Context: an optimization exercise on an open-source flow, tuned for a short achievable clock period and few clock cycles. The choices shown serve that exercise and are no tape-out recipe.
RTL that was checked went through simulation tests only; none was proved equivalent to the original.
The clock port is modelled as an ideal driver; clocking choices that lean on that would not hold on a real chip.
Power figures rest on the tool's default switching activity, not on a simulated workload.

==> inputs of build 28 <==
==> flow/design.v <==
`timescale 1ns / 1ps
module add_32(
    input  [31:0] a,
    input  [31:0] b,
    input         cin,
    output [31:0] s
);
    genvar i, k;
    wire [31:0] p0, g0;
    generate
        for (i = 0; i < 32; i = i + 1) begin : l0
            g_xor2 p(.a(a[i]), .b(b[i]), .y(p0[i]));
            if (i == 0) begin : c
                g_maj3 g(.a(a[i]), .b(b[i]), .c(cin), .y(g0[i]));
            end else begin : n
                g_and2 g(.a(a[i]), .b(b[i]), .y(g0[i]));
            end
        end
    endgenerate
    wire [31:0] gg [0:5];
    wire [31:0] pp [0:5];
    assign gg[0] = g0;
    assign pp[0] = p0;
    generate
        for (k = 1; k <= 5; k = k + 1) begin : lv
            for (i = 0; i < 32; i = i + 1) begin : b
                if (i >= (1 << (k - 1))) begin : m
                    if (k % 2 == 1) begin : o
                        g_a21oi g(.a1(pp[k-1][i]), .a2(gg[k-1][i - (1 << (k-1))]), .b1(gg[k-1][i]), .y(gg[k][i]));
                        g_nand2 p(.a(pp[k-1][i]), .b(pp[k-1][i - (1 << (k-1))]), .y(pp[k][i]));
                    end else begin : e
                        g_o21ai g(.a1(pp[k-1][i]), .a2(gg[k-1][i - (1 << (k-1))]), .b1(gg[k-1][i]), .y(gg[k][i]));
                        g_nor2  p(.a(pp[k-1][i]), .b(pp[k-1][i - (1 << (k-1))]), .y(pp[k][i]));
                    end
                end else begin : t
                    g_inv g(.a(gg[k-1][i]), .y(gg[k][i]));
                    assign pp[k][i] = 1'b0;    
                end
            end
        end
    endgenerate
    generate
        for (i = 0; i < 32; i = i + 1) begin : sm
            if (i == 0) begin : z
                g_xor2  x(.a(p0[0]), .b(cin), .y(s[0]));
            end else begin : n
                g_xnor2 x(.a(p0[i]), .b(gg[5][i-1]), .y(s[i]));
            end
        end
    endgenerate
endmodule
`timescale 1ns / 1ps
module g_inv  (input a, output y);                     assign y = ~a;                    endmodule
module g_nand2(input a, input b, output y);            assign y = ~(a & b);              endmodule
module g_nand3(input a, input b, input c, output y);   assign y = ~(a & b & c);          endmodule
module g_nand4(input a, input b, input c, input d, output y); assign y = ~(a & b & c & d); endmodule
module g_nor2 (input a, input b, output y);            assign y = ~(a | b);              endmodule
module g_xnor2(input a, input b, output y);            assign y = ~(a ^ b);              endmodule
module g_a22oi(input a1, input a2, input b1, input b2, output y); assign y = ~(a1 & a2 | b1 & b2); endmodule
module g_a21oi(input a1, input a2, input b1, output y); assign y = ~(a1 & a2 | b1);      endmodule
module g_o21ai(input a1, input a2, input b1, output y); assign y = ~((a1 | a2) & b1);    endmodule
module g_xor2 (input a, input b, output y);            assign y = a ^ b;                 endmodule
module g_and2 (input a, input b, output y);            assign y = a & b;                 endmodule
module g_maj3 (input a, input b, input c, output y);   assign y = a & b | a & c | b & c; endmodule
`timescale 1ns / 1ps
module cmp_32(
    input  [31:0] a,
    input  [31:0] b,
    input  [2:0]  f3,
    output        c
);
    genvar i;
    wire [31:0] nb, l0, e0;
    generate
        for (i = 0; i < 32; i = i + 1) begin : l0g
            g_inv   ib(.a(b[i]), .y(nb[i]));
            g_xnor2 ex(.a(a[i]), .b(b[i]), .y(e0[i]));
            if (i < 31) begin : u
                g_nor2 lt(.a(a[i]), .b(nb[i]), .y(l0[i]));
            end
        end
    endgenerate
    assign l0[31] = f3[1] ? (~a[31] & b[31]) : (a[31] & ~b[31]);
    wire [15:0] l1n, e1n;
    generate
        for (i = 0; i < 16; i = i + 1) begin : t1
            g_a21oi l(.a1(e0[2*i+1]), .a2(l0[2*i]), .b1(l0[2*i+1]), .y(l1n[i]));
            g_nand2 e(.a(e0[2*i+1]), .b(e0[2*i]), .y(e1n[i]));
        end
    endgenerate
    wire [7:0] l2, e2;
    generate
        for (i = 0; i < 8; i = i + 1) begin : t2
            g_o21ai l(.a1(e1n[2*i+1]), .a2(l1n[2*i]), .b1(l1n[2*i+1]), .y(l2[i]));
            g_nor2  e(.a(e1n[2*i+1]), .b(e1n[2*i]), .y(e2[i]));
        end
    endgenerate
    wire [3:0] l3n, e3n;
    generate
        for (i = 0; i < 4; i = i + 1) begin : t3
            g_a21oi l(.a1(e2[2*i+1]), .a2(l2[2*i]), .b1(l2[2*i+1]), .y(l3n[i]));
            g_nand2 e(.a(e2[2*i+1]), .b(e2[2*i]), .y(e3n[i]));
        end
    endgenerate
    wire [1:0] l4, e4;
    generate
        for (i = 0; i < 2; i = i + 1) begin : t4
            g_o21ai l(.a1(e3n[2*i+1]), .a2(l3n[2*i]), .b1(l3n[2*i+1]), .y(l4[i]));
            g_nor2  e(.a(e3n[2*i+1]), .b(e3n[2*i]), .y(e4[i]));
        end
    endgenerate
    wire l5n, e5n;
    g_a21oi l5(.a1(e4[1]), .a2(l4[0]), .b1(l4[1]), .y(l5n));
    g_nand2 e5(.a(e4[1]), .b(e4[0]), .y(e5n));
    assign c = (f3[2] ? l5n : e5n) ^ ~f3[0];
endmodule
`timescale 1ns / 1ps
module Regs(
    input  [991:0] q,       
    input  [4:0]   addr,
    output [31:0]  data
);
    genvar i, b;
    wire [4:0] na;
    wire [3:0] lo_n;        
    wire [7:0] hi_n;        
    wire [31:0] line;       
    generate
        for (i = 0; i < 5; i = i + 1) begin : inv
            g_inv u(.a(addr[i]), .y(na[i]));
        end
        for (i = 0; i < 4; i = i + 1) begin : lo
            g_nand2 u(.a((i % 2) ? addr[0] : na[0]), .b((i / 2) ? addr[1] : na[1]), .y(lo_n[i]));
        end
        for (i = 0; i < 8; i = i + 1) begin : hi
            g_nand3 u(.a((i % 2) ? addr[2] : na[2]), .b(((i / 2) % 2) ? addr[3] : na[3]),
                      .c((i / 4) ? addr[4] : na[4]), .y(hi_n[i]));
        end
        for (i = 0; i < 32; i = i + 1) begin : ln
            g_nor2 u(.a(lo_n[i % 4]), .b(hi_n[i / 4]), .y(line[i]));
        end
        for (b = 0; b < 32; b = b + 1) begin : bt
            wire [15:0] t;      
            wire [3:0]  w;      
            wire [1:0]  v;      
            g_nand2 t0(.a(line[1]), .b(q[b]), .y(t[0]));
            for (i = 1; i < 16; i = i + 1) begin : p
                g_a22oi n(.a1(line[2*i]), .a2(q[32*(2*i-1) + b]),
                          .b1(line[2*i+1]), .b2(q[32*(2*i) + b]), .y(t[i]));
            end
            for (i = 0; i < 4; i = i + 1) begin : e
                g_nand4 n(.a(t[4*i]), .b(t[4*i+1]), .c(t[4*i+2]), .d(t[4*i+3]), .y(w[i]));
            end
            g_nor2  v0(.a(w[0]), .b(w[1]), .y(v[0]));
            g_nor2  v1(.a(w[2]), .b(w[3]), .y(v[1]));
            g_nand2 o (.a(v[0]), .b(v[1]), .y(data[b]));
        end
    endgenerate
endmodule
`timescale 1ns / 1ps
module  RV32core(
        input clk,   
        input rst,   
        output[31:0] imem_addr,
        input [31:0] imem_rdata,
        output[31:0] dmem_addr,
        output[31:0] dmem_wdata,
        output[3:0]  dmem_wstrb,
        output       dmem_we,
        input [31:0] dmem_rdata,
        input [4:0]  debug_addr,
        output[31:0] debug_data
	);
    reg [31:0] seq_pc, tgt_pc;
    reg        sel_tgt;
    wire [31:0] pc = sel_tgt ? tgt_pc : seq_pc;
    reg [31:0] rf [1:31];
    reg        e_wen;         
    reg [4:0]  e_rd;
    reg [31:0] e_a, e_b;      
    reg        e_cin;
    reg [31:0] e_sa, e_sb;    
    reg        e_add, e_slt, e_sltu, e_xor, e_or, e_and, e_sll, e_srl, e_sra, e_link;
    reg        e_load, e_store;
    reg [2:0]  e_mf3;         
    reg [31:0] e_sd;          
    reg [31:0] e_pc4;         
    wire [991:0] rfq;
    genvar gi;
    generate
        for (gi = 1; gi < 32; gi = gi + 1) begin : rfv
            assign rfq[32*gi-1 -: 32] = rf[gi];
        end
    endgenerate
    wire [31:0] sum;
    add_32 e_adder(.a(e_a), .b(e_b), .cin(e_cin), .s(sum));
    wire lt  = (e_a[31] ^ ~e_b[31]) ? e_a[31]  : sum[31];
    wire ltu = (e_a[31] ^ ~e_b[31]) ? ~e_b[31] : sum[31];
    wire [31:0] sra = $signed(e_sa) >>> e_sb[4:0];
    wire [31:0] srl = e_sa >> e_sb[4:0];
    wire [31:0] sll = e_sa << e_sb[4:0];
    wire [1:0]  bo = sum[1:0];
    wire [7:0]  ld_b = bo[1] ? (bo[0] ? dmem_rdata[31:24] : dmem_rdata[23:16])
                             : (bo[0] ? dmem_rdata[15:8]  : dmem_rdata[7:0]);
    wire [15:0] ld_h = bo[1] ? dmem_rdata[31:16] : dmem_rdata[15:0];
    wire [31:0] ld   = e_mf3[1] ? dmem_rdata :
                       e_mf3[0] ? {e_mf3[2] ? 16'd0 : {16{ld_h[15]}}, ld_h} :
                                  {e_mf3[2] ? 24'd0 : {24{ld_b[7]}}, ld_b};
    wire [31:0] e_res = {32{e_add}}  & sum |
                        {32{e_slt}}  & {31'd0, lt} |
                        {32{e_sltu}} & {31'd0, ltu} |
                        {32{e_xor}}  & (e_sa ^ e_sb) |
                        {32{e_or}}   & (e_sa | e_sb) |
                        {32{e_and}}  & (e_sa & e_sb) |
                        {32{e_sll}}  & sll |
                        {32{e_srl}}  & srl |
                        {32{e_sra}}  & sra |
                        {32{e_link}} & e_pc4 |
                        {32{e_load}} & ld;
    assign dmem_addr  = sum;
    assign dmem_we    = e_store;
    assign dmem_wdata = e_mf3[1] ? e_sd : e_mf3[0] ? {2{e_sd[15:0]}} : {4{e_sd[7:0]}};
    assign dmem_wstrb = e_mf3[1] ? 4'b1111 : e_mf3[0] ? (bo[1] ? 4'b1100 : 4'b0011) :
                        (4'b0001 << bo);
    wire [31:0] inst = imem_rdata;
    assign imem_addr = pc;
    wire [4:0] op  = inst[6:2];
    wire [2:0] f3  = inst[14:12];
    wire [4:0] rs1 = inst[19:15];
    wire [4:0] rs2 = inst[24:20];
    wire [4:0] rd  = inst[11:7];
    wire is_lui   = op == 5'b01101;
    wire is_auipc = op == 5'b00101;
    wire is_jal   = op == 5'b11011;
    wire is_jalr  = op == 5'b11001;
    wire is_br    = op == 5'b11000;
    wire is_load  = op == 5'b00000;
    wire is_store = op == 5'b01000;
    wire is_opimm = op == 5'b00100;
    wire is_op    = op == 5'b01100;
    wire is_alu   = is_op | is_opimm;
    wire [31:0] imm_i = {{20{inst[31]}}, inst[31:20]};
    wire [31:0] imm_s = {{20{inst[31]}}, inst[31:25], inst[11:7]};
    wire [31:0] imm_b = {{20{inst[31]}}, inst[7], inst[30:25], inst[11:8], 1'b0};
    wire [31:0] imm_u = {inst[31:12], 12'd0};
    wire [31:0] imm_j = {{12{inst[31]}}, inst[19:12], inst[20], inst[30:21], 1'b0};
    wire [31:0] rf1, rf2;
    Regs read1(.q(rfq), .addr(rs1), .data(rf1));
    Regs read2(.q(rfq), .addr(rs2), .data(rf2));
    wire [31:0] rs1v = (e_wen && e_rd == rs1) ? e_res : rf1;
    wire [31:0] rs2v = (e_wen && e_rd == rs2) ? e_res : rf2;
    wire byp1 = e_wen && e_rd == rs1;
    wire byp2 = e_wen && e_rd == rs2;
    wire c_rr, c_er, c_re;
    cmp_32 cmp_rr(.a(rf1),   .b(rf2),   .f3(f3), .c(c_rr));
    cmp_32 cmp_er(.a(e_res), .b(rf2),   .f3(f3), .c(c_er));
    cmp_32 cmp_re(.a(rf1),   .b(e_res), .f3(f3), .c(c_re));
    wire c_ee = ~f3[2] ^ f3[0];    
    wire taken = byp1 ? (byp2 ? c_ee : c_er) : (byp2 ? c_re : c_rr);
    wire [31:0] pc4, pc_tgt;
    add_32 pc_inc(.a(pc), .b(32'd4), .cin(1'b0), .s(pc4));
    add_32 pc_add(.a(pc), .b(is_jal ? imm_j : imm_b), .cin(1'b0), .s(pc_tgt));
    wire [31:0] jr_tgt;
    add_32 jr_add(.a(rs1v), .b(imm_i), .cin(1'b0), .s(jr_tgt));
    wire [31:0] opb  = is_op ? rs2v : imm_i;
    wire        sub  = is_op & inst[30] & f3 == 3'd0;
    wire        cmpf = is_alu & (f3 == 3'd2 || f3 == 3'd3);
    wire        inv  = sub | cmpf;
    wire        fadd = is_alu & f3 == 3'd0;
    always @(posedge clk) begin
        if (rst) begin
            seq_pc  <= 32'd0;
            sel_tgt <= 1'b0;
            e_wen   <= 1'b0;
            e_store <= 1'b0;
        end else begin
            seq_pc  <= pc4;
            sel_tgt <= is_jalr | is_jal | is_br & taken;
            e_wen   <= ~(is_br | is_store) & rd != 5'd0;
            e_store <= is_store;
        end
        tgt_pc <= is_jalr ? {jr_tgt[31:1], 1'b0} : pc_tgt;
        e_rd   <= rd;
        e_a    <= is_auipc ? pc : is_lui ? 32'd0 : rs1v;
        e_b    <= is_alu ? (inv ? ~opb : opb) :
                  is_store ? imm_s : (is_lui | is_auipc) ? imm_u : imm_i;
        e_cin  <= is_alu & inv;
        e_sa   <= rs1v;
        e_sb   <= opb;
        e_add  <= fadd | is_lui | is_auipc;
        e_slt  <= is_alu & f3 == 3'd2;
        e_sltu <= is_alu & f3 == 3'd3;
        e_xor  <= is_alu & f3 == 3'd4;
        e_or   <= is_alu & f3 == 3'd6;
        e_and  <= is_alu & f3 == 3'd7;
        e_sll  <= is_alu & f3 == 3'd1;
        e_srl  <= is_alu & f3 == 3'd5 & ~inst[30];
        e_sra  <= is_alu & f3 == 3'd5 & inst[30];
        e_link <= is_jal | is_jalr;
        e_load <= is_load;
        e_mf3  <= f3;
        e_sd   <= rs2v;
        e_pc4  <= pc4;
    end
    integer i;
    always @(posedge clk) begin
        if (rst) begin
            for (i = 1; i < 32; i = i + 1) rf[i] <= 32'd0;
        end else if (e_wen) begin
            rf[e_rd] <= e_res;
        end
    end
    Regs dbg(.q(rfq), .addr(debug_addr), .data(debug_data));
endmodule
==> flow/run.sh <==
#!/bin/bash
# synth_recipe.tcl (not shown) runs the flow's synth.tcl, then flattens the netlist and writes it again
# the make line also repeats each setting of config.mk as NAME=value (left out here)
make -C /OpenROAD-flow-scripts/flow DESIGN_CONFIG=/design/flow/config.mk WORK_HOME=/design/flow/orfs CLKGATE_MAP_FILE= SYNTH_SCRIPT=/design/flow/synth_recipe.tcl finish
==> flow/config.mk <==
export PLATFORM = sky130hd
export DESIGN_NAME = RV32core
export DESIGN_NICKNAME = RV32core
export VERILOG_FILES = /design/flow/design.v
export SDC_FILE = /design/flow/constraint.sdc
export NUM_CORES = 4
export LEC_CHECK = 0
export CAP_MARGIN = 20
export CORE_MARGIN = 2
export CORE_UTILIZATION = 40
export PLACE_DENSITY = 0.6
export SETUP_SLACK_MARGIN = 5
export SLEW_MARGIN = 20
export SYNTH_HIERARCHICAL = 1
==> flow/constraint.sdc <==
create_clock -name core_clock -period 10.0 [get_ports {clk}]
set_input_delay 2.0000 -clock core_clock [delete_from_list [all_inputs] [get_ports {clk}]]
set_output_delay 2.0000 -clock core_clock [all_outputs]
set_load 0.01 [all_outputs]
==> inputs of trial 39, as changes to build 28 <==
--- a/flow/design.v
+++ b/flow/design.v
@@ -123,21 +123,9 @@
     genvar i, b;
-    wire [4:0] na;
-    wire [3:0] lo_n;        
-    wire [7:0] hi_n;        
-    wire [31:0] line;       
+    wire [31:0] lines [0:7];
     generate
-        for (i = 0; i < 5; i = i + 1) begin : inv
-            g_inv u(.a(addr[i]), .y(na[i]));
-        end
-        for (i = 0; i < 4; i = i + 1) begin : lo
-            g_nand2 u(.a((i % 2) ? addr[0] : na[0]), .b((i / 2) ? addr[1] : na[1]), .y(lo_n[i]));
-        end
-        for (i = 0; i < 8; i = i + 1) begin : hi
-            g_nand3 u(.a((i % 2) ? addr[2] : na[2]), .b(((i / 2) % 2) ? addr[3] : na[3]),
-                      .c((i / 4) ? addr[4] : na[4]), .y(hi_n[i]));
-        end
-        for (i = 0; i < 32; i = i + 1) begin : ln
-            g_nor2 u(.a(lo_n[i % 4]), .b(hi_n[i / 4]), .y(line[i]));
+        for (i = 0; i < 8; i = i + 1) begin : dc
+            RegDecode dec(.addr(addr), .line(lines[i]));
         end
         for (b = 0; b < 32; b = b + 1) begin : bt
+            wire [31:0] line = lines[b / 4];
             wire [15:0] t;      
@@ -159,2 +147,26 @@
 endmodule
+module RegDecode(
+    input  [4:0]  addr,
+    output [31:0] line      
+);
+    genvar i;
+    wire [4:0] na;
+    wire [3:0] lo_n;        
+    wire [7:0] hi_n;        
+    generate
+        for (i = 0; i < 5; i = i + 1) begin : inv
+            g_inv u(.a(addr[i]), .y(na[i]));
+        end
+        for (i = 0; i < 4; i = i + 1) begin : lo
+            g_nand2 u(.a((i % 2) ? addr[0] : na[0]), .b((i / 2) ? addr[1] : na[1]), .y(lo_n[i]));
+        end
+        for (i = 0; i < 8; i = i + 1) begin : hi
+            g_nand3 u(.a((i % 2) ? addr[2] : na[2]), .b(((i / 2) % 2) ? addr[3] : na[3]),
+                      .c((i / 4) ? addr[4] : na[4]), .y(hi_n[i]));
+        end
+        for (i = 0; i < 32; i = i + 1) begin : ln
+            g_nor2 u(.a(lo_n[i % 4]), .b(hi_n[i / 4]), .y(line[i]));
+        end
+    endgenerate
+endmodule
 `timescale 1ns / 1ps
@@ -198,3 +210,4 @@
     wire ltu = (e_a[31] ^ ~e_b[31]) ? ~e_b[31] : sum[31];
-    wire [31:0] sra = $signed(e_sa) >>> e_sb[4:0];
+    wire [63:0] sra_x = {{32{e_sa[31]}}, e_sa} >> e_sb[4:0];
+    wire [31:0] sra = sra_x[31:0];
     wire [31:0] srl = e_sa >> e_sb[4:0];
==> flow/flow/run.sh (new file) <==
#!/bin/bash
# Own layout flow: the standard flow with a gate-sizing step after CTS.
# Each tool's output goes to a log file in the folder this runs in.
set -euo pipefail
export FLOW_FLOW_DIR="$PWD/flow"
export POST_CTS_TCL="$FLOW_FLOW_DIR/post_cts.tcl"
bash standard.sh > standard.log 2>&1
==> flow/flow/gsize.tcl (new file) <==
# Greedy gate sizing on the worst paths. For each cell on a path, try every drive
# strength (and the plain buffer/inverter families for buffers and inverters) and keep
# the one that gives the path's endpoint the most slack without lowering the worst slack.
proc ws {} { return [sta::worst_slack_cmd max] }
proc cands {ref} {
  if {[regexp {^sky130_fd_sc_hd__(buf|clkbuf|dlygate|dlymetal|clkdly|bufbuf)} $ref]} {
    set b "sky130_fd_sc_hd__buf"
  } elseif {[regexp {^sky130_fd_sc_hd__(inv|clkinv|clkinvlp)_} $ref]} {
    set b "sky130_fd_sc_hd__inv"
  } else {
    regsub {_[0-9]+$} $ref {} b
  }
  set out {}
  foreach lc [get_lib_cells */${b}_*] {
    set n [get_name $lc]
    if {[regexp "^${b}_\[0-9\]+\$" $n]} { lappend out $n }
  }
  return $out
}
proc reest {inst} {
  foreach pin [get_pins -of_objects $inst] {
    set net [get_nets -quiet -of_objects $pin]
    if {$net ne ""} { est::estimate_parasitic_net $net }
  }
}
proc esc {name} { return [string map {\[ \\[ \] \\] * \\* ? \\?} $name] }
proc ep_obj {name} {
  set p [get_ports -quiet $name]
  if {[llength $p] == 1} { return $p }
  return [get_pins [esc $name]]
}
proc gsize {rounds npaths} {
  set libname [get_name [lindex [get_libs *] 0]]
  set flat 0; set wprev [ws]
  for {set r 0} {$r < $rounds} {incr r} {
    set changed 0
    set work {}
    foreach pe [find_timing_paths -path_delay max -group_path_count $npaths -unique_paths_to_endpoint] {
      set insts {}
      foreach pt [get_property $pe points] {
        set pin [get_property $pt pin]
        if {[catch {set inst [get_cells -of_objects $pin]}]} continue
        if {[llength $inst] != 1} continue
        if {[catch {set ref [get_property $inst ref_name]}]} continue
        if {![string match sky130_fd_sc_hd__* $ref]} continue
        set name [get_full_name $inst]
        if {[lsearch -exact $insts $name] < 0} { lappend insts $name }
      }
      lappend work [list [get_full_name [get_property $pe endpoint]] $insts]
    }
    foreach w $work {
      set ep [lindex $w 0]
      foreach name [lindex $w 1] {
        set inst [get_cells [esc $name]]
        if {[llength $inst] != 1} continue
        set ref [get_property $inst ref_name]
        set w0 [ws]
        set best $ref; set bs [get_property [ep_obj $ep] slack_max]
        foreach c [cands $ref] {
          if {$c eq $ref} continue
          replace_cell $inst $libname/$c
          reest $inst
          set s [get_property [ep_obj $ep] slack_max]
          if {$s > $bs + 1e-13 && [ws] >= $w0 - 1e-13} { set best $c; set bs $s }
        }
        if {$best ne [get_property $inst ref_name]} { replace_cell $inst $libname/$best; reest $inst }
        if {$best ne $ref} { incr changed }
      }
    }
    puts "gsize round $r: ws [format %.4f [expr [ws]*1e9]] changed $changed"
    if {$changed == 0} break
    if {$r > 0 && [ws] < $wprev + 1e-12} { incr flat } else { set flat 0 }
    set wprev [ws]
    if {$flat >= 2} break
  }
}
==> flow/flow/post_cts.tcl (new file) <==
# Hook run by ORFS at the end of CTS (POST_CTS_TCL): greedy gate sizing on the
# worst paths, then legalize the placement again.
source [file join [file dirname [info script]] gsize.tcl]
estimate_parasitics -placement
puts "post_cts: worst slack before sizing [sta::worst_slack_cmd max]"
gsize 12 40
puts "post_cts: worst slack after sizing [sta::worst_slack_cmd max]"
detailed_placement
check_placement -verbose
estimate_parasitics -placement
puts "post_cts: worst slack after legalizing [sta::worst_slack_cmd max]"
repair_design -match_cell_footprint -verbose
estimate_parasitics -placement
puts "post_cts: worst slack after repair_design [sta::worst_slack_cmd max]"
gsize 4 40
detailed_placement
check_placement -verbose
estimate_parasitics -placement
puts "post_cts: worst slack at the end [sta::worst_slack_cmd max]"
==> flow/standard.sh (new file) <==
#!/bin/bash
# synth_recipe.tcl (not shown) runs the flow's synth.tcl, then flattens the netlist and writes it again
# the make line also repeats each setting of config.mk as NAME=value (left out here)
make -C /OpenROAD-flow-scripts/flow DESIGN_CONFIG=/design/flow/config.mk WORK_HOME=/design/flow/orfs CLKGATE_MAP_FILE= SYNTH_SCRIPT=/design/flow/synth_recipe.tcl "${@:-finish}"
removed: flow/run.sh
==> inputs of build 90, as changes to build 28 <==
--- a/flow/design.v
+++ b/flow/design.v
@@ -198,3 +198,4 @@
     wire ltu = (e_a[31] ^ ~e_b[31]) ? ~e_b[31] : sum[31];
-    wire [31:0] sra = $signed(e_sa) >>> e_sb[4:0];
+    wire [63:0] sra_x = {{32{e_sa[31]}}, e_sa} >> e_sb[4:0];
+    wire [31:0] sra = sra_x[31:0];
     wire [31:0] srl = e_sa >> e_sb[4:0];
==> flow/flow/run.sh (new file) <==
#!/bin/bash
# Own layout flow: the standard flow with a gate-sizing step after CTS.
# Each tool's output goes to a log file in the folder this runs in.
set -euo pipefail
export FLOW_FLOW_DIR="$PWD/flow"
export POST_CTS_TCL="$FLOW_FLOW_DIR/post_cts.tcl"
bash standard.sh > standard.log 2>&1
==> flow/flow/gsize.tcl (new file) <==
# Greedy gate sizing on the worst paths. For each cell on a path, try every drive
# strength (and the plain buffer/inverter families for buffers and inverters) and keep
# the one that gives the path's endpoint the most slack without lowering the worst slack.
proc ws {} { return [sta::worst_slack_cmd max] }
proc cands {ref} {
  if {[regexp {^sky130_fd_sc_hd__(buf|clkbuf|dlygate|dlymetal|clkdly|bufbuf)} $ref]} {
    set b "sky130_fd_sc_hd__buf"
  } elseif {[regexp {^sky130_fd_sc_hd__(inv|clkinv|clkinvlp)_} $ref]} {
    set b "sky130_fd_sc_hd__inv"
  } else {
    regsub {_[0-9]+$} $ref {} b
  }
  set out {}
  foreach lc [get_lib_cells */${b}_*] {
    set n [get_name $lc]
    if {[regexp "^${b}_\[0-9\]+\$" $n]} { lappend out $n }
  }
  return $out
}
proc reest {inst} {
  foreach pin [get_pins -of_objects $inst] {
    set net [get_nets -quiet -of_objects $pin]
    if {$net ne ""} { est::estimate_parasitic_net $net }
  }
}
proc ep_obj {name} {
  set p [get_ports -quiet $name]
  if {$p ne ""} { return $p }
  return [get_pins $name]
}
proc gsize {rounds npaths} {
  set libname [get_name [lindex [get_libs *] 0]]
  set flat 0; set wprev [ws]
  for {set r 0} {$r < $rounds} {incr r} {
    set changed 0
    set work {}
    foreach pe [find_timing_paths -path_delay max -group_path_count $npaths -unique_paths_to_endpoint] {
      set insts {}
      foreach pt [get_property $pe points] {
        set pin [get_property $pt pin]
        if {[catch {set inst [get_cells -of_objects $pin]}]} continue
        set name [get_full_name $inst]
        if {[lsearch -exact $insts $name] < 0} { lappend insts $name }
      }
      lappend work [list [get_full_name [get_property $pe endpoint]] $insts]
    }
    foreach w $work {
      set ep [lindex $w 0]
      foreach name [lindex $w 1] {
        set inst [get_cells $name]
        set ref [get_property $inst ref_name]
        set w0 [ws]
        set best $ref; set bs [get_property [ep_obj $ep] slack_max]
        foreach c [cands $ref] {
          if {$c eq $ref} continue
          replace_cell $inst $libname/$c
          reest $inst
          set s [get_property [ep_obj $ep] slack_max]
          if {$s > $bs + 1e-13 && [ws] >= $w0 - 1e-13} { set best $c; set bs $s }
        }
        if {$best ne [get_property $inst ref_name]} { replace_cell $inst $libname/$best; reest $inst }
        if {$best ne $ref} { incr changed }
      }
    }
    puts "gsize round $r: ws [format %.4f [expr [ws]*1e9]] changed $changed"
    if {$changed == 0} break
    if {$r > 0 && [ws] < $wprev + 1e-12} { incr flat } else { set flat 0 }
    set wprev [ws]
    if {$flat >= 2} break
  }
}
==> flow/flow/post_cts.tcl (new file) <==
# Hook run by ORFS at the end of CTS (POST_CTS_TCL): greedy gate sizing on the
# worst paths, then legalize the placement again.
source [file join [file dirname [info script]] gsize.tcl]
estimate_parasitics -placement
puts "post_cts: worst slack before sizing [sta::worst_slack_cmd max]"
gsize 12 40
puts "post_cts: worst slack after sizing [sta::worst_slack_cmd max]"
detailed_placement
check_placement -verbose
estimate_parasitics -placement
puts "post_cts: worst slack after legalizing [sta::worst_slack_cmd max]"
repair_design -match_cell_footprint -verbose
estimate_parasitics -placement
puts "post_cts: worst slack after repair_design [sta::worst_slack_cmd max]"
gsize 4 40
detailed_placement
check_placement -verbose
estimate_parasitics -placement
puts "post_cts: worst slack at the end [sta::worst_slack_cmd max]"
==> flow/standard.sh (new file) <==
#!/bin/bash
# synth_recipe.tcl (not shown) runs the flow's synth.tcl, then flattens the netlist and writes it again
# the make line also repeats each setting of config.mk as NAME=value (left out here)
make -C /OpenROAD-flow-scripts/flow DESIGN_CONFIG=/design/flow/config.mk WORK_HOME=/design/flow/orfs CLKGATE_MAP_FILE= SYNTH_SCRIPT=/design/flow/synth_recipe.tcl "${@:-finish}"
removed: flow/run.sh
==> comparison <==
- Trial 39 completed without violations. Build 90 ran to the end with no violations. Build 28 produced a clean layout.
- Global-route usage: trial 39 is lower than build 28 (1.5 points).
- Area after synthesis is the same in build 90 and build 28.
- Of build 90 and build 28, build 28 has the higher sequential share of layout area (gap 1.1 points).
- Against build 90, the first-iteration DRC count of build 28 is higher by 0.47%.
==> figures <==
Total via count after detailed routing: build 28 85170; build 90 85725; trial 39 87772
Share of the core filled with cells: build 28 53.0%; build 90 55.0%; trial 39 52.3%
Int Pwr: build 28 11.8 mW; build 90 11.9 mW; trial 39 12.1 mW
# fillers: build 28 18496; build 90 17911; trial 39 19995
Routability congestion estimate: build 28 1.04; build 90 1.04; trial 39 1.04
Timing endpoint of the critical path: build 28 debug_data[4]; build 90 debug_data[20]; trial 39 debug_data[23]
Highest clock frequency the design can meet: build 28 0.155 GHz; build 90 0.171 GHz; trial 39 0.179 GHz
Outcome: build 28 timing/DRC/antenna clean; build 90 timing/DRC/antenna clean; trial 39 timing/DRC/antenna clean
Path depth of the worst reg2reg path: build 28 28; build 90 27; trial 39 26
DP Worst Slack: build 28 1.68 ns; build 90 1.68 ns; trial 39 2.15 ns
Testbench counts of trial 39, summed over its fixed seeds: cycles 1,712,525.
Testbench counts of build 90, summed over its fixed seeds: cycles 1,712,525.
Only the layout flow was run in build 28; the RTL was not checked for function there.

re-timing with driven ports:
The results above use ideal ports. As a check the final layouts listed here were re-extracted and re-timed, cells and wires unchanged.
Step 1: set_driving_cell puts a clkbuf_16 on clk and a buf_2 on each other input, an assumption about the parent block.
Step 2 also shifts input and output timing later by t, the mid clock arrival at the registers, as if the neighbouring blocks saw the same clock.
Three values: ideal, step 1, step 2; two values: the first two.
| run | t, ns | setup WS [ns] | worst setup path after step 2 | slew at the worst register clock pin (ns) |
|---|---|---|---|---|
| build 28 | 0.945 | 3.566 / 3.409 / 3.409 | input to output | 0.07 / 0.07 |
| trial 39 | 0.950 | 4.407 / 4.057 / 3.713 | input to register | 0.09 / 0.09 |
| build 90 | 0.968 | 4.136 / 4.008 / 3.552 | input to register | 0.07 / 0.07 |
After both steps setup and hold are still met in every run listed. The setup slack of trial 39, which loses most, moves by -0.350 ns with the drivers and by -0.694 ns with both steps.
